From an optimization exercise on the open Yosys and OpenROAD flow, aimed at small area; shortcuts taken in it are not production practice. The RTL was checked by simulation tests, not by an equivalence proof against the original design. No activity file was given, so power comes from the tool's default toggle rates.

<file path="flow/flow/run.sh">
#!/bin/bash
set -euo pipefail
export BUFFER_PORTS_ARGS="-buffer_cell sky130_fd_sc_hd__buf_1"
export CTS_ARGS="-sink_clustering_enable -repair_clock_nets -sink_clustering_size 25 -sink_clustering_max_diameter 100 -dont_use_dummy_load"
bash standard.sh > standard.log 2>&1
</file>
<file path="flow/standard.sh">
#!/bin/bash
# synth_recipe.tcl (not shown) runs the flow's synth.tcl, then flattens the netlist and writes it again
# the make line also repeats each setting of config.mk as NAME=value (left out here)
make -C /OpenROAD-flow-scripts/flow DESIGN_CONFIG=/design/flow/config.mk WORK_HOME=/design/flow/orfs CLKGATE_MAP_FILE= SYNTH_SCRIPT=/design/flow/synth_recipe.tcl "${@:-finish}"
</file>
<file path="flow/config.mk">
export PLATFORM = sky130hd
export DESIGN_NAME = cpu_top
export DESIGN_NICKNAME = cpu_top
export VERILOG_FILES = /design/flow/design.v
export SDC_FILE = /design/flow/constraint.sdc
export NUM_CORES = 8
export LEC_CHECK = 0
export CAP_MARGIN = 10
export CORE_MARGIN = 2
export CORE_UTILIZATION = 45
export CTS_CLUSTER_DIAMETER = 100
export CTS_CLUSTER_SIZE = 25
export PLACE_DENSITY = 0.55
export SLEW_MARGIN = 10
export SYNTH_HIERARCHICAL = 1
</file>
<file path="flow/constraint.sdc">
create_clock -name core_clock -period 20.0 [get_ports {clk}]
set_input_delay 4.0000 -clock core_clock [delete_from_list [all_inputs] [get_ports {clk}]]
set_output_delay 4.0000 -clock core_clock [all_outputs]
set_load 0.01 [all_outputs]
</file>
<file path="flow/design.v">
module aoi222(input a1, input b1, input a2, input b2, input a3, input b3, output y);
    assign y = !((a1 && b1) || (a2 && b2) || (a3 && b3));
endmodule
module aoi22(input a1, input b1, input a2, input b2, output y);
    assign y = !((a1 && b1) || (a2 && b2));
endmodule
module orlmatch #(parameter N = 99) (
    input [N*16-1:0]entries,
    input [N-1:0]valid,
    input allValid,
    input [15:0]addr,
    output hit);
    reg h;
    integer k;
    always @(*) begin
        h = 1'b0;
        for(k = 0; k < N; k = k + 1) begin
            if(valid[k] && entries[k*16 +: 16] == addr) h = 1'b1;
        end
        if(!allValid && addr == 16'hFFFF) h = 1'b1;
    end
    assign hit = h;
endmodule
module aoread #(parameter N = 2, parameter W = 1) (
    input [N-1:0]sel,
    input [N*W-1:0]data,
    output [W-1:0]out);
    localparam G3 = N / 3;           
    localparam R = N - 3 * G3;       
    localparam G = G3 + (R > 0 ? 1 : 0);
    wire [G*W-1:0]n;   
    genvar g, b;
    generate
        for(b = 0; b < W; b = b + 1) begin : bits
            for(g = 0; g < G3; g = g + 1) begin : grp
                aoi222 u(.a1(sel[3*g]), .b1(data[(3*g)*W+b]),
                         .a2(sel[3*g+1]), .b2(data[(3*g+1)*W+b]),
                         .a3(sel[3*g+2]), .b3(data[(3*g+2)*W+b]),
                         .y(n[b*G+g]));
            end
            if(R == 2) begin : rest2
                aoi22 u(.a1(sel[3*G3]), .b1(data[(3*G3)*W+b]),
                        .a2(sel[3*G3+1]), .b2(data[(3*G3+1)*W+b]),
                        .y(n[b*G+G3]));
            end
            if(R == 1) begin : rest1
                assign n[b*G+G3] = !(sel[3*G3] && data[(3*G3)*W+b]);
            end
            assign out[b] = !(&n[b*G +: G]);
        end
    endgenerate
endmodule
module cpu_top(input clk,
    input rst,
    output imem_req,
    output [15:0]imem_addr,
    input imem_ready,
    input [63:0]imem_data,
    output dmem_req,
    output [15:0]dmem_addr,
    input dmem_ready,
    input [63:0]dmem_data,
    output halted,
    output [255:0]regs_out);
    localparam [2:0] SF = 3'd4;
    integer i, k, w;
    function [15:0] add16(input [15:0] a, input [15:0] b, input cin);
        integer j;
        reg c;
        begin
            c = cin;
            for(j = 0; j < 16; j = j + 1) begin
                add16[j] = a[j] ^ b[j] ^ c;
                c = (a[j] & b[j]) | (c & (a[j] ^ b[j]));
            end
        end
    endfunction
    function [15:0] inc16(input [15:0] a);
        integer j;
        reg c;
        begin
            c = 1'b1;
            for(j = 0; j < 16; j = j + 1) begin
                inc16[j] = a[j] ^ c;
                c = c & a[j];
            end
        end
    endfunction
    function [6:0] inc7(input [6:0] a);
        integer j;
        reg c;
        begin
            c = 1'b1;
            for(j = 0; j < 7; j = j + 1) begin
                inc7[j] = a[j] ^ c;
                c = c & a[j];
            end
        end
    endfunction
    function [4:0] inc5(input [4:0] a);
        integer j;
        reg c;
        begin
            c = 1'b1;
            for(j = 0; j < 5; j = j + 1) begin
                inc5[j] = a[j] ^ c;
                c = c & a[j];
            end
        end
    endfunction
    function [4:0] dec5(input [4:0] a);
        integer j;
        reg b;
        begin
            b = 1'b1;
            for(j = 0; j < 5; j = j + 1) begin
                dec5[j] = a[j] ^ b;
                b = b & !a[j];
            end
        end
    endfunction
    function [14:0] cw(input [15:0] x);
        cw = {x[14:12] | {3{x[15]}}, x[11:0]};
    endfunction
    reg fetching;
    reg stallFetch;  
    reg [15:0]pc;
    wire iRead = !fetching && !stallFetch;
    wire imemReady;
    wire [14:0]imemOut;
    wire fastFetch = (imemReady && iRead);
    wire earlyJump = imemReady && (imemOut[14:12] == 3'd2) && (fetching || fastFetch);
    wire [11:0]jmpDest = imemOut[11:0];
    wire jeq = imemReady && (imemOut[14:12] == 3'd6) && (fetching || fastFetch);
    wire floatOutReady;
    wire [15:0]floatOut;
    wire [2:0]floatOutSrc;
    wire [3:0]floatOutReg;
    wire isJeq;
    wire jeqTaken;
    wire [3:0]jeqOffset;
    always @(posedge clk) begin
        if(rst) begin
            fetching <= 0;
            stallFetch <= 0;
            pc <= 16'h0000;
        end
        else begin
        if(iRead && !fastFetch) begin
            fetching <= 1;
        end
        else if(imemReady) begin
            if(stallFetch && !isJeq) begin
                pc <= pc;
            end
            else if(jeqTaken) begin
                pc <= add16(pc, {12'b0, jeqOffset}, 1'b0);
            end
            else if(earlyJump) begin
                pc <= {4'b0, jmpDest};
            end
            else if(jeq) begin
                pc <= pc;
            end
            else begin
                pc <= inc16(pc);
            end
            fetching <= 0;
        end
        if(jeq) begin
            stallFetch <= 1;
        end
        if(isJeq) begin
            stallFetch <= 0;
        end
        end
    end
    reg [9:0]iTag0[15:0];
    reg [9:0]iTag1[15:0];
    reg [59:0]iDat0[15:0];
    reg [59:0]iDat1[15:0];
    reg [15:0]iA;
    reg [15:0]iB;
    wire [15:0]iV0 = iA | iB;
    wire [15:0]iV1 = iA;
    wire [15:0]iLRU = iA & iB;
    wire [3:0]index = pc[5:2];
    wire [9:0]iTag = pc[15:6];
    wire [1:0]blockIndex = pc[1:0];
    wire [15:0]iSetOH = 16'b1 << index;
    wire [3:0]iWordOH = 4'b1 << blockIndex;
    reg [159:0]iTagData;
    always @(*) begin
        for(k = 0; k < 16; k = k + 1) begin
            iTagData[k*10 +: 10] = iTag0[k];
        end
    end
    reg [159:0]iTagData1;
    always @(*) begin
        for(k = 0; k < 16; k = k + 1) begin
            iTagData1[k*10 +: 10] = iTag1[k];
        end
    end
    wire [9:0]rdTag0, rdTag1;
    aoread #(.N(16), .W(10)) iTagRd0(.sel(iSetOH), .data(iTagData), .out(rdTag0));
    aoread #(.N(16), .W(10)) iTagRd1(.sel(iSetOH), .data(iTagData1), .out(rdTag1));
    wire value1V = |(iSetOH & iV0);
    wire value2V = |(iSetOH & iV1);
    wire icachev1Hit = value1V && (rdTag0 == iTag);
    wire icachev2Hit = value2V && (rdTag1 == iTag);
    wire icacheHit = icachev1Hit || icachev2Hit;
    reg [63:0]iWordSel;
    reg [959:0]iWordData0, iWordData1;
    always @(*) begin
        for(k = 0; k < 16; k = k + 1) begin
            for(w = 0; w < 4; w = w + 1) begin
                iWordSel[k*4+w] = iSetOH[k] && iWordOH[w];
                iWordData0[(k*4+w)*15 +: 15] = iDat0[k][59-15*w -: 15];
                iWordData1[(k*4+w)*15 +: 15] = iDat1[k][59-15*w -: 15];
            end
        end
    end
    wire [14:0]iWord0, iWord1;
    aoread #(.N(64), .W(15)) iWordRd0(.sel(iWordSel), .data(iWordData0), .out(iWord0));
    aoread #(.N(64), .W(15)) iWordRd1(.sel(iWordSel), .data(iWordData1), .out(iWord1));
    wire [14:0]iHitWord = icachev1Hit ? iWord0 : iWord1;
    wire [59:0]iDataC = {cw(imem_data[63:48]), cw(imem_data[47:32]), cw(imem_data[31:16]), cw(imem_data[15:0])};
    assign imemOut = icacheHit ? iHitWord :
                     (blockIndex == 3) ? iDataC[14:0] :
                     (blockIndex == 2) ? iDataC[29:15] :
                     (blockIndex == 1) ? iDataC[44:30] :
                     iDataC[59:45];
    assign imem_req = !icacheHit && iRead;
    assign imem_addr = pc;
    assign imemReady = icacheHit || imem_ready;
    wire iFillW0 = !value1V || (value2V && |(iSetOH & iLRU));
    always @(posedge clk) begin
        if(rst) begin
            iA <= 16'b0;
            iB <= 16'b0;
        end
        else if(imem_ready) begin
            iA[index] <= value1V;
            iB[index] <= !iFillW0 || !value1V;
        end
    end
    always @(posedge clk) begin
        if(!rst && imem_ready) begin
            if(iFillW0) begin
                iTag0[index] <= iTag;
                iDat0[index] <= iDataC;
            end
            else begin
                iTag1[index] <= iTag;
                iDat1[index] <= iDataC;
            end
        end
    end
    reg [31:0]bpV;
    reg [11:0]bpTarget[31:0];
    reg [15:0]laPCR;
    wire [31:0]laOH = 32'b1 << laPCR[4:0];
    reg [383:0]bpData;
    always @(*) begin
        for(k = 0; k < 32; k = k + 1) begin
            bpData[k*12 +: 12] = bpTarget[k];
        end
    end
    wire [11:0]bpAddr;
    aoread #(.N(32), .W(12)) bpRd(.sel(laOH), .data(bpData), .out(bpAddr));
    wire bpValid = |(laOH & bpV);
    wire [31:0]pcOH = 32'b1 << pc[4:0];
    wire firstHit = !(|(pcOH & bpV)) && earlyJump;
    always @(posedge clk) begin
        if(rst) begin
            bpV <= 32'b0;
        end
        else if(earlyJump) begin
            bpV[pc[4:0]] <= 1'b1;
        end
    end
    always @(posedge clk) begin
        if(earlyJump) begin
            bpTarget[pc[4:0]] <= jmpDest;
        end
    end
    wire memAccess;           
    wire [15:0]memAddress;    
    wire dmemReady;
    wire [15:0]dmemOut;
    reg memRequest;
    reg orlCheck;
    reg [15:0]requestAddressR;
    wire [15:0]orlOutput;
    reg [9:0]dTag0[15:0];
    reg [9:0]dTag1[15:0];
    reg [63:0]dDat0[15:0];
    reg [63:0]dDat1[15:0];
    reg [15:0]dV0;
    reg [15:0]dV1;
    reg [15:0]dLRU;
    reg [15:0]daddr;
    wire [15:0]dAddressRead = memAccess ? memAddress : orlOutput;
    wire [3:0]dIndex = dAddressRead[5:2];
    wire [9:0]dTag = dAddressRead[15:6];
    wire [1:0]dBlockIndex = dAddressRead[1:0];
    wire [15:0]dSetOH = 16'b1 << dIndex;
    wire [3:0]dWordOH = 4'b1 << dBlockIndex;
    reg [159:0]dTagData0, dTagData1;
    always @(*) begin
        for(k = 0; k < 16; k = k + 1) begin
            dTagData0[k*10 +: 10] = dTag0[k];
            dTagData1[k*10 +: 10] = dTag1[k];
        end
    end
    wire [9:0]rdDTag0, rdDTag1;
    aoread #(.N(16), .W(10)) dTagRd0(.sel(dSetOH), .data(dTagData0), .out(rdDTag0));
    aoread #(.N(16), .W(10)) dTagRd1(.sel(dSetOH), .data(dTagData1), .out(rdDTag1));
    wire dvalue1V = |(dSetOH & dV0);
    wire dvalue2V = |(dSetOH & dV1);
    wire dcachev1Hit = dvalue1V && (rdDTag0 == dTag);
    wire dcachev2Hit = dvalue2V && (rdDTag1 == dTag);
    wire dcacheHit = dcachev1Hit || dcachev2Hit;
    reg [63:0]dWordSel;
    reg [1023:0]dWordData0, dWordData1;
    always @(*) begin
        for(k = 0; k < 16; k = k + 1) begin
            for(w = 0; w < 4; w = w + 1) begin
                dWordSel[k*4+w] = dSetOH[k] && dWordOH[w];
                dWordData0[(k*4+w)*16 +: 16] = dDat0[k][63-16*w -: 16];
                dWordData1[(k*4+w)*16 +: 16] = dDat1[k][63-16*w -: 16];
            end
        end
    end
    wire [15:0]dWord0, dWord1;
    aoread #(.N(64), .W(16)) dWordRd0(.sel(dWordSel), .data(dWordData0), .out(dWord0));
    aoread #(.N(64), .W(16)) dWordRd1(.sel(dWordSel), .data(dWordData1), .out(dWord1));
    wire [15:0]dHitWord = dcachev1Hit ? dWord0 : dWord1;
    wire dataComplete = (dmem_ready && orlOutput == daddr);
    assign dmemReady = (dcacheHit && memAccess) || dataComplete;
    assign dmemOut = dcacheHit ? dHitWord :
                     (dBlockIndex == 3) ? dmem_data[15:0] :
                     (dBlockIndex == 2) ? dmem_data[31:16] :
                     (dBlockIndex == 1) ? dmem_data[47:32] :
                     dmem_data[63:48];
    wire submitMemRequest = memRequest && !orlCheck;
    assign dmem_req = (!dcacheHit && memAccess) || submitMemRequest;
    assign dmem_addr = memAccess ? memAddress : requestAddressR;
    wire [3:0]dIndexW = orlOutput[5:2];
    wire [15:0]dSetWOH = 16'b1 << dIndexW;
    wire dFillW0 = !dvalue1V || (dvalue2V && |(dSetWOH & dLRU));
    always @(posedge clk) begin
        if(rst) begin
            daddr <= 16'hFFFF;
        end
        else if(memAccess && !dmemReady) begin
            daddr <= memAddress;
        end
        else if(dmemReady) begin
            daddr <= 16'hFFFF;
        end
    end
    always @(posedge clk) begin
        if(rst) begin
            dV0 <= 16'b0;
            dV1 <= 16'b0;
            dLRU <= 16'b0;
        end
        else if(dmem_ready) begin
            if(dFillW0) dV0[dIndexW] <= 1'b1;
            else dV1[dIndexW] <= 1'b1;
            dLRU[dIndexW] <= !dFillW0;
        end
    end
    always @(posedge clk) begin
        if(!rst && dmem_ready) begin
            if(dFillW0) begin
                dTag0[dIndexW] <= dTag;
                dDat0[dIndexW] <= dmem_data;
            end
            else begin
                dTag1[dIndexW] <= dTag;
                dDat1[dIndexW] <= dmem_data;
            end
        end
    end
    reg [31:0]rptV;
    reg [4:0]rptTimes[31:0];
    reg [15:0]rptAddr[31:0];
    reg [13:0]rptStride[31:0];
    reg [1:0]rptState[31:0];
    wire [15:0]rdPC = memAccess ? pc : laPCR;
    wire [4:0]idx = rdPC[4:0];
    wire inRange = (rdPC[15:5] == 11'd0);
    wire [31:0]idxOH = 32'b1 << idx;
    wire [31:0]rsel = idxOH & rptV & {32{inRange}};
    wire eV = |rsel;
    reg [1183:0]rptData;
    always @(*) begin
        for(k = 0; k < 32; k = k + 1) begin
            rptData[k*37 +: 37] = {rptTimes[k], rptAddr[k], rptStride[k], rptState[k]};
        end
    end
    wire [4:0]eTimes;
    wire [15:0]eAddr;
    wire [13:0]eStride;
    wire [1:0]eState;
    aoread #(.N(32), .W(37)) rptRd(.sel(rsel), .data(rptData), .out({eTimes, eAddr, eStride, eState}));
    wire laPCEntryV = !memAccess && eV;
    wire [15:0]pcDelta = add16(memAddress, ~eAddr, 1'b1);
    wire strideEq = (pcDelta[15:14] == 2'b00) && (pcDelta[13:0] == eStride);
    wire [4:0]timesDec = (eTimes != 0) ? dec5(eTimes) : 5'd0;
    wire toInit = !eV || (!strideEq && eState == 2'd2);
    wire [1:0]newState = toInit ? 2'd0 :
                         (eState == 2'd0) ? 2'd1 :
                         strideEq ? ((eState == 2'd3) ? 2'd1 : 2'd2) :
                         2'd3;
    reg [15:0]laMul;
    integer m;
    always @(*) begin
        laMul = {2'b0, eStride};
        for(m = 0; m < 5; m = m + 1) begin
            laMul = add16(laMul, eTimes[m] ? ({2'b0, eStride} << m) : 16'd0, 1'b0);
        end
    end
    wire [15:0]nextA = memAccess ? memAddress : eAddr;
    wire [15:0]nextB = memAccess ? pcDelta : laMul;
    wire [15:0]nextAddress = add16(nextA, nextB, 1'b0);
    always @(posedge clk) begin
        if(rst) begin
            rptV <= 32'b0;
        end
        else if(memAccess) begin
            rptV[idx] <= 1'b1;
        end
    end
    always @(posedge clk) begin
        if(!rst) begin
            if(memAccess) begin
                rptAddr[idx] <= memAddress;
                rptStride[idx] <= toInit ? 14'd0 : pcDelta[13:0];
                rptState[idx] <= newState;
                rptTimes[idx] <= toInit ? 5'd0 : timesDec;
            end
            else if(laPCEntryV) begin
                rptTimes[idx] <= inc5(eTimes);
            end
        end
    end
    always @(posedge clk) begin
        if(rst) begin
            memRequest <= 0;
            requestAddressR <= 0;
        end
        else if(memAccess) begin
            if(eV && eState != 2'd3) begin
                memRequest <= 1;
                requestAddressR <= nextAddress;
            end
        end
        else if(laPCEntryV) begin
            memRequest <= 1;
            requestAddressR <= nextAddress;
        end
        else begin
            memRequest <= 0;
            requestAddressR <= 0;
        end
    end
    always @(posedge clk) begin
        if(rst) begin
            laPCR <= 0;
        end
        else if(firstHit) begin
            laPCR <= {4'b0, jmpDest};
        end
        else if(bpValid) begin
            laPCR <= {4'b0, bpAddr};
        end
        else begin
            laPCR <= inc16(laPCR);
        end
    end
    reg [15:0]orl[99:0];
    reg [6:0]orlFill;
    assign orlOutput = orl[99];  
    always @(posedge clk) begin
        if(rst) begin
            orlFill <= 0;
        end
        else if(orlFill != 7'd100) begin
            orlFill <= inc7(orlFill);
        end
    end
    always @(posedge clk) begin
        for(i = 1; i < 100; i = i + 1) begin
            orl[i] <= orl[i-1];
        end
        if(memAccess) begin
            orl[0] <= memAddress;
        end
        else if(memRequest) begin
            orl[0] <= requestAddressR;
        end
        else begin
            orl[0] <= 16'hFFFF;
        end
    end
    wire [2:0]fh = orlFill[6:4];
    wire [3:0]fl = orlFill[3:0];
    reg [6:0]gtH, eqH;
    reg [15:0]gtL;
    reg [98:0]orlValid;
    reg [1583:0]orlEntries;
    integer h;
    always @(*) begin
        for(h = 0; h < 7; h = h + 1) begin
            gtH[h] = (fh > h);
            eqH[h] = (fh == h);
        end
        for(h = 0; h < 16; h = h + 1) begin
            gtL[h] = (fl > h);
        end
        for(i = 1; i < 100; i = i + 1) begin
            orlValid[i-1] = gtH[i / 16] | (eqH[i / 16] & gtL[i % 16]);
            orlEntries[(i-1)*16 +: 16] = orl[i];
        end
    end
    wire orlHit;
    orlmatch #(.N(99)) orlm(.entries(orlEntries), .valid(orlValid), .allValid(orlValid[98]),
        .addr(nextAddress), .hit(orlHit));
    always @(posedge clk) begin
        if(rst) begin
            orlCheck <= 0;
        end
        else if(memAccess || laPCEntryV) begin
            if(orlHit) orlCheck <= 1;
        end
        else if(memRequest) begin
            orlCheck <= 0;
        end
    end
    reg [14:0]buffer[0:31];
    reg [4:0]head;
    reg [4:0]tail;
    reg stallDispatch;
    wire willStall;
    wire pause = stallDispatch || willStall;
    wire isbEmpty = (head == tail);
    wire inEnable = imemReady && !earlyJump && !stallFetch;
    wire outEnable = !isbEmpty || inEnable;
    wire [31:0]headOH = 32'b1 << head;
    reg [479:0]bufData;
    always @(*) begin
        for(k = 0; k < 32; k = k + 1) begin
            bufData[k*15 +: 15] = buffer[k];
        end
    end
    wire [14:0]headData;
    aoread #(.N(32), .W(15)) bufRd(.sel(headOH), .data(bufData), .out(headData));
    wire pop = !isbEmpty && outEnable && !pause;
    wire pushA = isbEmpty && outEnable && pause;
    wire pushB = inEnable && !(isbEmpty && outEnable);
    wire push = pushA || pushB;
    always @(posedge clk) begin
        if(rst) begin
            head <= 0;
            tail <= 0;
        end
        else begin
            if(pop) head <= inc5(head);
            if(push) tail <= inc5(tail);
        end
    end
    always @(posedge clk) begin
        if(!rst && push) buffer[tail] <= imemOut;
    end
    reg [15:0]regs[0:15];
    reg [2:0]regsSource[0:15];
    reg [15:0]regsValid;
    wire [14:0]inst = isbEmpty ? imemOut : headData;
    wire [2:0]opcode = inst[14:12];
    wire [3:0]ra = inst[11:8];
    wire [3:0]rb = inst[7:4];
    wire [3:0]rt = inst[3:0];
    wire [15:0]ii = {8'b0, inst[11:4]};
    wire opMov = (opcode == 3'd0);
    wire opAdd = (opcode == 3'd1);
    wire opHalt = (opcode == 3'd3);
    wire opLd = (opcode == 3'd4);
    wire opLdr = (opcode == 3'd5);
    wire opJeq = (opcode == 3'd6);
    wire needsFloat = opAdd || opLdr || opJeq;
    wire needsLoad = opLd || opLdr;
    reg aBusy0, aBusy1;
    reg lBusy0, lBusy1;
    wire floatFull = aBusy0 && aBusy1;
    wire floatAny = aBusy0 || aBusy1;
    wire loadFull = lBusy0 && lBusy1;
    wire loadAny = lBusy0 || lBusy1;
    wire floatWE = !pause && outEnable && needsFloat;
    wire loadWE = !pause && outEnable && needsLoad;
    wire loadOutReady = dmemReady;
    wire [15:0]loadOut = dmemOut;
    wire [2:0]loadOutSrc;
    wire [3:0]loadOutReg;
    wire overwriteAdd = (floatWE && floatOutReady && floatOutReg == rt && opAdd) ||
                        (loadWE && floatOutReady && floatOutReg == rt);
    wire overwriteLoad = (floatWE && loadOutReady && loadOutReg == rt && opAdd) ||
                         (loadWE && loadOutReady && loadOutReg == rt);
    wire stallCond = (needsFloat && floatFull) ||
                     (needsLoad && loadFull) ||
                     (opHalt && (floatAny || loadAny));
    assign willStall = outEnable && stallCond;
    reg finish;
    assign halted = finish;
    genvar g;
    generate
        for (g = 0; g < 16; g = g + 1) begin : regs_o
            assign regs_out[16*g+15:16*g] = regs[g];
        end
    endgenerate
    wire [15:0]fRegOH = 16'b1 << floatOutReg;
    wire [15:0]lRegOH = 16'b1 << loadOutReg;
    reg [2:0]fRegSrc, lRegSrc;
    always @(*) begin
        fRegSrc = 0; lRegSrc = 0;
        for(k = 0; k < 16; k = k + 1) begin
            fRegSrc = fRegSrc | ({3{fRegOH[k]}} & regsSource[k]);
            lRegSrc = lRegSrc | ({3{lRegOH[k]}} & regsSource[k]);
        end
    end
    wire floatWrite = floatOutReady && !isJeq &&
        (fRegSrc == floatOutSrc) && !(|(fRegOH & regsValid)) && !overwriteAdd;
    wire loadWrite = loadOutReady &&
        (lRegSrc == loadOutSrc) && !(|(lRegOH & regsValid)) && !overwriteLoad;
    wire dispatch = outEnable && !finish && !pause;
    wire aNext0 = !aBusy0;
    wire lNext0;
    always @(posedge clk) begin
        if(rst) begin
            for (i = 0; i < 16; i = i + 1) begin
                regs[i] <= 16'h0000;
                regsSource[i] <= SF;
            end
            regsValid <= 16'hFFFF;
            stallDispatch <= 0;
            finish <= 0;
        end
        else begin
        if(floatWrite) begin
            regs[floatOutReg] <= floatOut;
            regsValid[floatOutReg] <= 1;
        end
        if(loadWrite) begin
            regs[loadOutReg] <= loadOut;
            regsValid[loadOutReg] <= 1;
        end
        stallDispatch <= willStall;
        if(dispatch) begin
            if(opMov) begin
                regs[rt] <= ii;
                regsSource[rt] <= SF;
                regsValid[rt] <= 1;
            end
            else if(opAdd) begin
                regsValid[rt] <= 0;
                regsSource[rt] <= aNext0 ? 3'd0 : 3'd1;
            end
            else if(opHalt) begin
                if(!floatAny && !loadAny) begin
                    finish <= 1;
                end
            end
            else if(opLd || opLdr) begin
                regsValid[rt] <= 0;
                regsSource[rt] <= lNext0 ? 3'd2 : 3'd3;
            end
        end
        end
    end
    wire [15:0]raOH = 16'b1 << ra;
    wire [15:0]rbOH = 16'b1 << rb;
    reg [319:0]regData;
    always @(*) begin
        for(k = 0; k < 16; k = k + 1) begin
            regData[k*20 +: 20] = {regsValid[k], regsSource[k], regs[k]};
        end
    end
    wire [15:0]regA, regB;
    wire [2:0]srcA, srcB;
    wire validA, validB;
    aoread #(.N(16), .W(20)) regRdA(.sel(raOH), .data(regData), .out({validA, srcA, regA}));
    aoread #(.N(16), .W(20)) regRdB(.sel(rbOH), .data(regData), .out({validB, srcB, regB}));
    wire fA = floatOutReady && floatOutSrc == srcA;
    wire lA = loadOutReady && loadOutSrc == srcA;
    wire fB = floatOutReady && floatOutSrc == srcB;
    wire lB = loadOutReady && loadOutSrc == srcB;
    wire [15:0]valA = validA ? regA : fA ? floatOut : loadOut;
    wire rdyA = validA || fA || lA;
    wire [15:0]valB = validB ? regB : fB ? floatOut : loadOut;
    wire rdyB = validB || fB || lB;
    reg [3:0]aReg0, aReg1;
    reg [1:0]aOp0, aOp1;
    reg [15:0]v00, v01, v10, v11;
    reg r00, r01, r10, r11;
    reg [2:0]s00, s01, s10, s11;
    wire float0Ready = aBusy0 && r00 && r01;
    wire float1Ready = !float0Ready && aBusy1 && r10 && r11;
    wire [15:0]fa = float0Ready ? v00 : v10;
    wire [15:0]fb = float0Ready ? v01 : v11;
    wire [1:0]fop = float0Ready ? aOp0 : aOp1;
    wire [3:0]frg = float0Ready ? aReg0 : aReg1;
    assign floatOutReady = float0Ready || float1Ready;
    assign floatOut = fop[1] ? {12'b0, frg} : add16(fa, fb, 1'b0);
    assign floatOutSrc = float0Ready ? 3'd0 :
                         float1Ready ? 3'd1 :
                         SF;
    assign floatOutReg = (float0Ready && !aOp0[1]) ? aReg0 :
                         (float1Ready && aOp1 == 2'b00) ? aReg1 :
                         4'hF;
    assign isJeq = floatOutReady && fop[1];
    assign jeqTaken = isJeq && (fa == fb);
    assign jeqOffset = frg;
    wire aw0 = floatWE && !aBusy0;
    wire aw1 = floatWE && aBusy0 && !aBusy1;
    always @(posedge clk) begin
        if(rst) begin
            aBusy0 <= 0;
            aBusy1 <= 0;
        end
        else begin
            if(aw0) aBusy0 <= 1;
            else if(aw1) aBusy1 <= 1;
            if(float0Ready) aBusy0 <= 0;
            else if(float1Ready) aBusy1 <= 0;
        end
    end
    always @(posedge clk) begin
        if(!rst) begin
        if(aw0) begin
            aReg0 <= rt; aOp0 <= {opJeq, opLdr};
            v00 <= valA; r00 <= rdyA; s00 <= srcA;
            v01 <= valB; r01 <= rdyB; s01 <= srcB;
        end
        if(aw1) begin
            aReg1 <= rt; aOp1 <= {opJeq, opLdr};
            v10 <= valA; r10 <= rdyA; s10 <= srcA;
            v11 <= valB; r11 <= rdyB; s11 <= srcB;
        end
        if(float0Ready) begin
            if((s10 == 3'd0) && aBusy1) begin
                v10 <= floatOut; r10 <= 1; s10 <= SF;
            end
            if((s11 == 3'd0) && aBusy1) begin
                v11 <= floatOut; r11 <= 1; s11 <= SF;
            end
        end
        else if(float1Ready) begin
            if((s00 == 3'd1) && aBusy0) begin
                v00 <= floatOut; r00 <= 1;
            end
            if((s01 == 3'd1) && aBusy0) begin
                v01 <= floatOut; r01 <= 1;
            end
        end
        if(loadOutReady) begin
            if(aBusy0 && (s00 == loadOutSrc) && !r00) begin
                v00 <= loadOut; r00 <= 1;
            end
            if(aBusy0 && (s01 == loadOutSrc) && !r01) begin
                v01 <= loadOut; r01 <= 1;
            end
            if(aBusy1 && (s10 == loadOutSrc) && !r10) begin
                v10 <= loadOut; r10 <= 1; s10 <= SF;
            end
            if(aBusy1 && (s11 == loadOutSrc) && !r11) begin
                v11 <= loadOut; r11 <= 1; s11 <= SF;
            end
        end
        end
    end
    reg lr0, lr1;
    reg [3:0]lReg0, lReg1;
    reg [15:0]lv0, lv1;
    reg [2:0]ls0, ls1;
    reg lFetching;
    wire lnz0 = lBusy0 || lr0;
    wire lnz1 = lBusy1 || lr1;
    assign lNext0 = !lnz0;
    wire load0Ready = lBusy0 && lr0;
    wire load1Ready = !load0Ready && lBusy1 && lr1;
    assign memAccess = (load0Ready || load1Ready) && !lFetching;
    assign memAddress = load0Ready ? lv0 : lv1;  
    assign loadOutSrc = load0Ready ? 3'd2 :
                        load1Ready ? 3'd3 :
                        SF;
    assign loadOutReg = load0Ready ? lReg0 :
                        load1Ready ? lReg1 :
                        4'hF;
    wire lfReady = !isJeq && floatOutReady;
    wire lw0 = loadWE && !lnz0;
    wire lw1 = loadWE && lnz0;
    wire lc0 = loadOutReady && load0Ready;
    wire lc1 = loadOutReady && load1Ready;
    wire lf0 = lfReady && (ls0 == floatOutSrc) && lnz0;
    wire lf1 = lfReady && (ls1 == floatOutSrc) && lnz1;
    wire [2:0]lineS = opLdr ? (aNext0 ? 3'd0 : (aBusy1 ? SF : 3'd1)) : SF;
    always @(posedge clk) begin
        if(rst) begin
            lBusy0 <= 0;
            lBusy1 <= 0;
            lr0 <= 0;
            lr1 <= 0;
            lFetching <= 0;
        end
        else begin
            if(loadOutReady) lFetching <= 0;
            else if(memAccess) lFetching <= 1;
            if(lf0) lr0 <= 1;
            else if(lc0) lr0 <= 0;
            else if(lw0) lr0 <= opLd;
            if(lc0) lBusy0 <= 0;
            else if(lw0) lBusy0 <= 1;
            if(lf1) lr1 <= 1;
            else if(lc1) lr1 <= 0;
            else if(lw1) lr1 <= opLd;
            if(lc1) lBusy1 <= 0;
            else if(lw1) lBusy1 <= 1;
        end
    end
    always @(posedge clk) begin
        if(!rst) begin
            if(lw0) lReg0 <= rt;
            if(lw1) lReg1 <= rt;
            if(lc0) ls0 <= 3'd0;
            else if(lw0) ls0 <= lineS;
            if(lc1) ls1 <= 3'd0;
            else if(lw1) ls1 <= lineS;
            if(lf0) lv0 <= floatOut;
            else if(lw0) lv0 <= ii;
            if(lf1) lv1 <= floatOut;
            else if(lw1) lv1 <= ii;
        end
    end
endmodule
</file>
==> flow_metrics.py, run 1 <==
metrics = {
    "clock_network": {
        "max-clock-path-buffers": 4,
        "clk_pin_slew_ps": 100,
        "clock-sinks": 8949,
        "cts_tree": "yes",
        "cts_buffers": 408,
        "htree_levels": 5,
        "cts-root-buf": "clkbuf_16",
        "post-cts-setup-buffers": 0,
        "clk_latency_ps": 1150,
        "cts-resized-gates": 0,
        "holdBufCountCts": 0,
    },
    "detailed_routing": {
        "wirelength_um": 1146000,
        "via_per_inst": 6.626,
        "drtIter0Drc": 37214,
        "drc": 0,
        "ant_nets": 0,
        "drt-pass1-iter-count": 14,
        "vias": 206341,
        "wl_per_cell_um": 36.80,
    },
    "critical_path": {
        "rr_startpoint": "lBusy0",
        "worstSetupPathType": "flop to flop",
        "crit_arrival_ps": 19020,
        "crit_slowest_cell": "or3_1",
        "worstPathRequired_ps": 20930,
        "crit_path_max_incr_delay_ps": 950,
        "crit_path_start_kind": "flop",
        "path_max_fanout": 42,
        "end_kind": "flop",
        "startpoint": "lBusy0",
        "crit_top_cell": "fa_1",
    },
    "global_routing": {
        "overflow": 0,
        "grt_pass1_vias": 198752,
        "grt_pass1_wl_um": 1589000,
        "track_usage": 0.2948,
        "grt_max_degree": 68,
        "antenna_found_initial": 59,
    },
    "pwr": {
        "ir_drop_uv": 168.3,
        "power.density_nw_per_um2": 108.4,
        "power.total_uw": 39180,
        "p_leak_uw": 0.1196,
    },
    "synth": {
        "synthXorXnorAreaFrac": 0.04514,
        "synth-compound-area-share": 0.1044,
        "synth_area_leader_cell": "edfxtp_1",
        "yosysWarnings": 9,
        "postSynthNetCount": 20820,
        "synth_cell_type_count": 114,
        "syn-cell-area_um2": 333900,
        "async_flop_share": 0,
        "seq_area_frac_synth": 0.7453,
        "synth_most_common_cell": "edfxtp_1",
        "synthSimpleGateAreaFrac": 0.06407,
        "synthTopCellsByArea": "edfxtp_1 63%, dfxtp_1 12%, a222oi_1 7.1%",
        "syn_inst": 20440,
        "ys_seq_elements": 8949,
        "synth.area.mux_share": 0.009307,
        "synth_ff_type": "edfxtp_1",
        "synth_top_family_by_area": "compound AO/OA/AOI/OAI gates",
        "synth_top_area_share": 0.6265,
        "synth_enable_flop_cells": 6967,
        "synth_top_cells_by_count": "6967 x edfxtp_1, 2362 x a222oi_1, 1982 x dfxtp_1, 1234 x xor2_1, 964 x nor2_1",
        "avgSynthCellArea_um2": 16.34,
        "synthAdderAreaFrac": 0.01134,
    },
    "timing": {
        "worst_slew_pin_slew_ps": 1350,
        "maxSlewViolCount": 0,
        "finalSetupTns_ps": 0,
        "fmax_mhz": 55.26,
        "setup_viol": 0,
        "period_share": 0.9048,
        "setup_slack_ps": 1904,
        "hold_viol": 0,
        "fin_crit_ps": 18100,
        "slew_headroom": 0.09693,
        "rsz0062_at_grt": "false",
        "fin_skew_ps": 146.1,
    },
    "place": {
        "dp_cells": 30711,
        "hpwl_um": 721200,
        "dp_worst_setup_slack_ps": 2048,
        "dpl_cell_area_um2": 351100,
        "portBuffers": 422,
        "routabilityCongestion": 0.9347,
    },
    "floorplanning": {
        "core_area_um2": 740200,
        "dieArea_um2": 749000,
        "fp.dieH_um": 865.4,
        "initial_core_util": 0.4512,
        "die_x_um": 865.4,
        "pin_count": 423,
        "rows": 316,
    },
    "final_layout": {
        "fillers": 62596,
        "instances_no_fill": 31143,
        "fin_nets": 21646,
        "drive_above_1_share": 0.09716,
        "synthToLayoutAreaGrowth_pct": 8.237,
        "post-route-cell-area_um2": 361400,
    },
    "run_status": {
        "outcome": "timing/DRC/antenna clean",
    },
    "worst_hold_path": {
        "min-delay-start": "orl[89][0]",
        "hp-class": "flop to flop",
    },
    "run": {
        "cap_violations": 0,
    },
}
-- Yosys stat by module, one instance, submodules excluded, a selection --
module   cells  cell area [um2]  flip-flops and latches
aoi22        1            12.51                       0
cpu_top  14549           283700                    8949
aoi222       1            10.01                       0
-- layout make-up --
cell class,count,area (um2),share of cell area
sequential,8949,248900,0.6886
multi-input combinational,10344,80450,0.2226
tap,9858,12330,0.03413
clock buffer,408,10210,0.02825
timing repair buffer,1344,8607,0.02381
inverter,219,892.1,0.002468
antenna,21,52.55,0.0001454
-- per-layer routing --
| layer | up-vias | part of all wire | GRT usage |
|---|---|---|---|
| met4 | 24 | 0.045 | 0.1107 |
| met1 | 107097 | 0.40 | 0.4082 |
| met2 | 12091 | 0.46 | 0.4680 |
| met5 | - | 0.00013 | 0 |
| met3 | 1963 | 0.098 | 0.05284 |
| li1 | 85166 | - | - |
-- worst paths after layout --
path	endpoint	slack, ps	cells past startpoint
worst max-delay path	orlCheck	1900	46
worst min-delay path	orl[90][0]	290	0
worst max register to register	orlCheck	1900	46
worst min register to register	orl[90][0]	290	0
-- state kept, by name, indices dropped and copies added, names as in the netlist, 32 cells and up --
name and cells:
iDat1 960, buffer 480, regsSource 48, iTag1 160, bpV 32, iDat0 960, regs 256, dDat0 1024
rptStride 448, dTag0 160, rptAddr 512, rptV 32, bpTarget 384, dDat1 1024, iTag0 160, rptTimes 160
orl 1600, dTag1 160, rptState 64
-- kinds of logic after synthesis --
| kind of cell | count (synthesis) |
|---|---|
| compound gates | 3910 |
| xor+xnor | 1721 |
| fa+ha+maj | 248 |
| buf+inv | 1147 |
| flops | 8949 |
| mux | 282 |
| simple gates | 4183 |
-- critical path, delay by kind of cell (launching register included) --
kind | cells | cell delay [ps]
xor gates and xnor gates | 3 | 740
AOI/OAI and AO/OA | 5 | 1200
adders and majority gates | 19 | 8370
muxes | 2 | 640
and+or+nand+nor | 11 | 4180
DFF | 1 | 910
buffers and inverters | 6 | 1740
-- layout by cell type (no fill, tap or decap), types with 41 or more instances in the layout --
| cell | Yosys | final |
|---|---|---|
| inv_1 | 208 | 193 |
| ha_1 | 157 | 153 |
| o22ai_1 | 108 | 107 |
| a211oi_2 | 41 | 41 |
| nor3b_1 | 75 | 68 |
| nor2_4 | 0 | 175 |
| nand2_1 | 863 | 862 |
| mux2i_1 | 203 | 194 |
| nor2b_1 | 45 | 41 |
| nor2_2 | 2 | 56 |
| clkbuf_16 | 0 | 408 |
| a22oi_1 | 86 | 86 |
| a21oi_1 | 357 | 342 |
| nor3_1 | 227 | 212 |
| nand4_1 | 688 | 688 |
| a31oi_1 | 45 | 44 |
| buf_4 | 300 | 915 |
| mux2_2 | 52 | 52 |
| xnor2_1 | 487 | 486 |
| a222oi_1 | 2362 | 2362 |
| xor2_1 | 1234 | 1234 |
| fa_1 | 91 | 90 |
| and3_1 | 171 | 130 |
| or3_1 | 99 | 99 |
| a211oi_1 | 187 | 187 |
| nor2_1 | 964 | 735 |
| nor4_1 | 382 | 378 |
| o21ai_0 | 162 | 139 |
| edfxtp_1 | 6967 | 6967 |
| buf_1 | 36 | 385 |
| a21o_1 | 43 | 43 |
| or2_2 | 43 | 43 |
| nand3_1 | 315 | 314 |
| dfxtp_1 | 1982 | 1977 |
| a221oi_1 | 49 | 49 |
| a22oi_2 | 66 | 66 |
| and2_1 | 140 | 110 |
-- through the flow --
step                hold WS, ps  utilization
floorplan                 309.6            -
global placement          314.4       0.4744
detailed placement        312.1       0.4744
CTS                       291.0       0.4882
global route              299.5       0.4883
finish                    293.3       0.4883
-- where the power goes --
part           total (uW)  leakage, uW  internal (uW)  switching [uW]
logic                8750       0.0345           2230            6520
clock network        9230      0.00503           3640            5590
registers           21200       0.0802          20800             410
==> run 2: changes to the inputs <==
==> flow/flow/run.sh (replaced) <==
#!/bin/bash
set -euo pipefail
export BUFFER_PORTS_ARGS="-buffer_cell sky130_fd_sc_hd__buf_1"
export CTS_ARGS="-sink_clustering_enable -repair_clock_nets -sink_clustering_size 24 -sink_clustering_max_diameter 100 -dont_use_dummy_load"
bash standard.sh > standard.log 2>&1
--- a/flow/config.mk
+++ b/flow/config.mk
@@ -9,7 +9,7 @@
 export CORE_MARGIN = 2
 export CORE_UTILIZATION = 45
 export CTS_CLUSTER_DIAMETER = 100
-export CTS_CLUSTER_SIZE = 25
+export CTS_CLUSTER_SIZE = 24
 export PLACE_DENSITY = 0.55
 export SLEW_MARGIN = 10
 export SYNTH_HIERARCHICAL = 1
==> run 2 against run 1 <==
Total power is 0.30% higher; register-to-register slack lost 50 ps; final area is essentially flat; critical path depth unchanged; sequential power about the same; combinational power hardly changed; non-clock buffer count unchanged; fmax shrank 0.29%; sequential share of layout area fell by 0.061 points; via count shrank 0.12%; clock power up 1%; still clean; die area did not move.
==> flow_metrics.py, run 2 <==
metrics = {
    "clock_network": {
        "cts-resized-gates": 0,
        "clock-sinks": 8949,
        "clk_pin_slew_ps": 100,
        "max-clock-path-buffers": 4,
        "clk_latency_ps": 1150,
        "cts-root-buf": "clkbuf_16",
        "cts_tree": "yes",
        "cts_buffers": 421,
        "holdBufCountCts": 0,
        "htree_levels": 5,
        "post-cts-setup-buffers": 0,
    },
    "global_routing": {
        "antenna_found_initial": 61,
        "grt_pass1_vias": 198990,
        "grt_pass1_wl_um": 1589000,
        "overflow": 0,
        "grt_max_degree": 68,
        "track_usage": 0.2950,
    },
    "final_layout": {
        "regMostFlops": "orl",
        "top_regs": "orl: 1600 flops, dDat0: 1024 flops, dDat1: 1024 flops",
        "fin_nets": 21659,
        "final_common_cell": "edfxtp_1",
        "seqCellArea_um2": 248900,
        "synthToLayoutAreaGrowth_pct": 8.333,
        "layout_common_cells": "6967 x edfxtp_1, 2362 x a222oi_1, 1977 x dfxtp_1, 1234 x xor2_1, 915 x buf_4",
        "drive_above_1_share": 0.09781,
        "largest_reg_flops": 1600,
        "multi_input_area_um2": 80460,
        "fillers": 62579,
    },
    "run": {
        "cap_violations": 0,
    },
    "timing": {
        "fin_skew_ps": 149.8,
        "hold_viol": 0,
        "maxSlewViolCount": 0,
        "worst_slew_pin_slew_ps": 1372,
        "slew_headroom": 0.08164,
        "setup_viol": 0,
        "fmax_mhz": 55.10,
        "fin_crit_ps": 18150,
        "finalSetupTns_ps": 0,
        "period_share": 0.9074,
        "rsz0062_at_grt": "false",
    },
    "worst_hold_path": {
        "hp-class": "flop to flop",
    },
    "synth": {
        "synth_enable_flop_cells": 6967,
        "async_flop_share": 0,
        "synth_top_area_share": 0.6265,
        "synth_ff_type": "edfxtp_1",
        "syn-cell-area_um2": 333900,
        "yosysWarnings": 9,
        "ys_seq_elements": 8949,
        "synth_top_cells_by_count": "6967 x edfxtp_1, 2362 x a222oi_1, 1982 x dfxtp_1, 1234 x xor2_1, 964 x nor2_1",
        "seq_area_frac_synth": 0.7453,
        "postSynthNetCount": 20820,
        "synth_most_common_cell": "edfxtp_1",
        "syn_inst": 20440,
        "synthTopCellsByArea": "edfxtp_1 63%, dfxtp_1 12%, a222oi_1 7.1%",
        "synth_area_leader_cell": "edfxtp_1",
        "avgSynthCellArea_um2": 16.34,
        "synth_cell_type_count": 114,
    },
    "critical_path": {
        "crit_path_start_kind": "flop",
        "worstSetupPathType": "flop to flop",
        "crit_top_cell": "fa_1",
        "worstPathRequired_ps": 20960,
        "crit_path_max_incr_delay_ps": 940,
        "end_kind": "flop",
        "crit_arrival_ps": 19110,
        "crit_slowest_cell": "or3_1",
        "path_max_fanout": 42,
    },
    "detailed_routing": {
        "ant_nets": 0,
        "vias": 206085,
        "wirelength_um": 1147000,
        "via_per_inst": 6.616,
        "wl_per_cell_um": 36.80,
        "drt-pass1-iter-count": 10,
        "drtIter0Drc": 36265,
        "drc": 0,
    },
    "place": {
        "portBuffers": 422,
        "hpwl_um": 721200,
        "routabilityCongestion": 0.9347,
    },
    "floorplanning": {
        "pin_count": 423,
        "die_x_um": 865.4,
        "fp.dieH_um": 865.4,
        "initial_core_util": 0.4512,
        "core_area_um2": 740200,
        "dieArea_um2": 749000,
        "rows": 316,
    },
    "run_status": {
        "outcome": "timing/DRC/antenna clean",
    },
    "pwr": {
        "power.density_nw_per_um2": 108.6,
        "ir_drop_uv": 165.5,
        "power.total_uw": 39300,
        "p_leak_uw": 0.1198,
    },
}
## run 2: final timing paths
path,from,cells after the start,endpoint,slack (ps)
min reg2reg,orl[0][8],0,orl[1][8],300
max,lBusy0,46,orlCheck,1850
max reg2reg,lBusy0,46,orlCheck,1850
min,orl[0][8],0,orl[1][8],300
## run 2: logic make-up after synthesis
logic type      Yosys count  share of synthesized area
fa+ha+maj               248                    0.01134
compound gates         3910                     0.1044
buf+inv                1147                    0.02046
simple gates           4183                    0.06407
mux                     282                   0.009307
xor+xnor               1721                    0.04514
flops                  8949                     0.7453
## run 2: Yosys stat by module (local to each module, per instance), excerpt
module	copies in the design	cells	area [um2]
aoi22	64	1	12.51
aoi222	2342	1	10.01
cpu_top	1	14549	283700
## run 2: worst max-delay path, delay by kind of cell (launching register included)
family	cells	cell delay [ps]
adder cells (fa/ha/maj)	19	8380
AND/OR/NAND/NOR	11	4200
buffers and inverters	6	1740
AO/OA/AOI/OAI	5	1210
flip-flops	1	910
XOR/XNOR	3	760
multiplexers	2	640
## run 2: cell type report
class | count | share of cell area
sequential | 8949 | 0.6880
multi-input combinational | 10344 | 0.2224
tap | 9858 | 0.03410
clock buffer | 421 | 0.02912
timing repair buffer | 1344 | 0.02379
inverter | 219 | 0.002466
antenna | 16 | 0.0001107
## run 2: where the power goes
group	leakage (uW)	switching (uW)	internal, uW	total [uW]
Sequential	0.0802	409	20800	21200
Clock	0.00519	5610	3750	9360
Combinational	0.0345	6510	2230	8740
Total	0.120	12500	26800	39300
## run 2: stage by stage
stage	util	cells	hold slack, ps	instance area [um2]	setup WS, ps
3_3_place_gp	0.4744	30710	314.4	351100	2152
6_report	0.4888	31151	297.0	361800	1852
4_1_cts	0.4887	31132	292.9	361700	2004
2_1_floorplan	-	20440	309.6	333900	2612
3_5_place_dp	0.4744	30711	312.1	351100	2048
5_1_grt	0.4887	31136	302.1	361700	1124
## run 2: metal layers
metal | global-route usage | share of wire
met1 | 0.4076 | 0.39
met2 | 0.4700 | 0.46
met3 | 0.05377 | 0.099
met4 | 0.1080 | 0.044
met5 | 0 | 0.00019

[afterwards: timing with drivers on the ports]
The flow's constraints put no driver on any port. The routed layouts listed below were extracted and timed again, unchanged, in two steps. Step 1, drivers: a clkbuf_16 drives clk and a buf_2 each remaining input, both assumed. Step 2 times the ports against the registers' clock, not the clock port: input delays grow and output delays shrink by t, the midpoint of the rising clock arrivals with the driver on. a / b / c = ideal ports / drivers / drivers and shift; a / b = the first two.
| run | shift t [ns] | setup slack, ns | worst hold slack (ns) | worst setup path at the end | cell pins on the clock port's net |
|---|---|---|---|---|---|
| run 1 | 1.201 | 1.904 / 1.904 / 1.904 | 0.293 / 0.293 / 0.293 | register to register | 1 |
| run 2 | 1.207 | 1.852 / 1.852 / 1.852 | 0.297 / 0.297 / 0.297 | register to register | 1 |
After both steps every run listed still meets setup and hold.
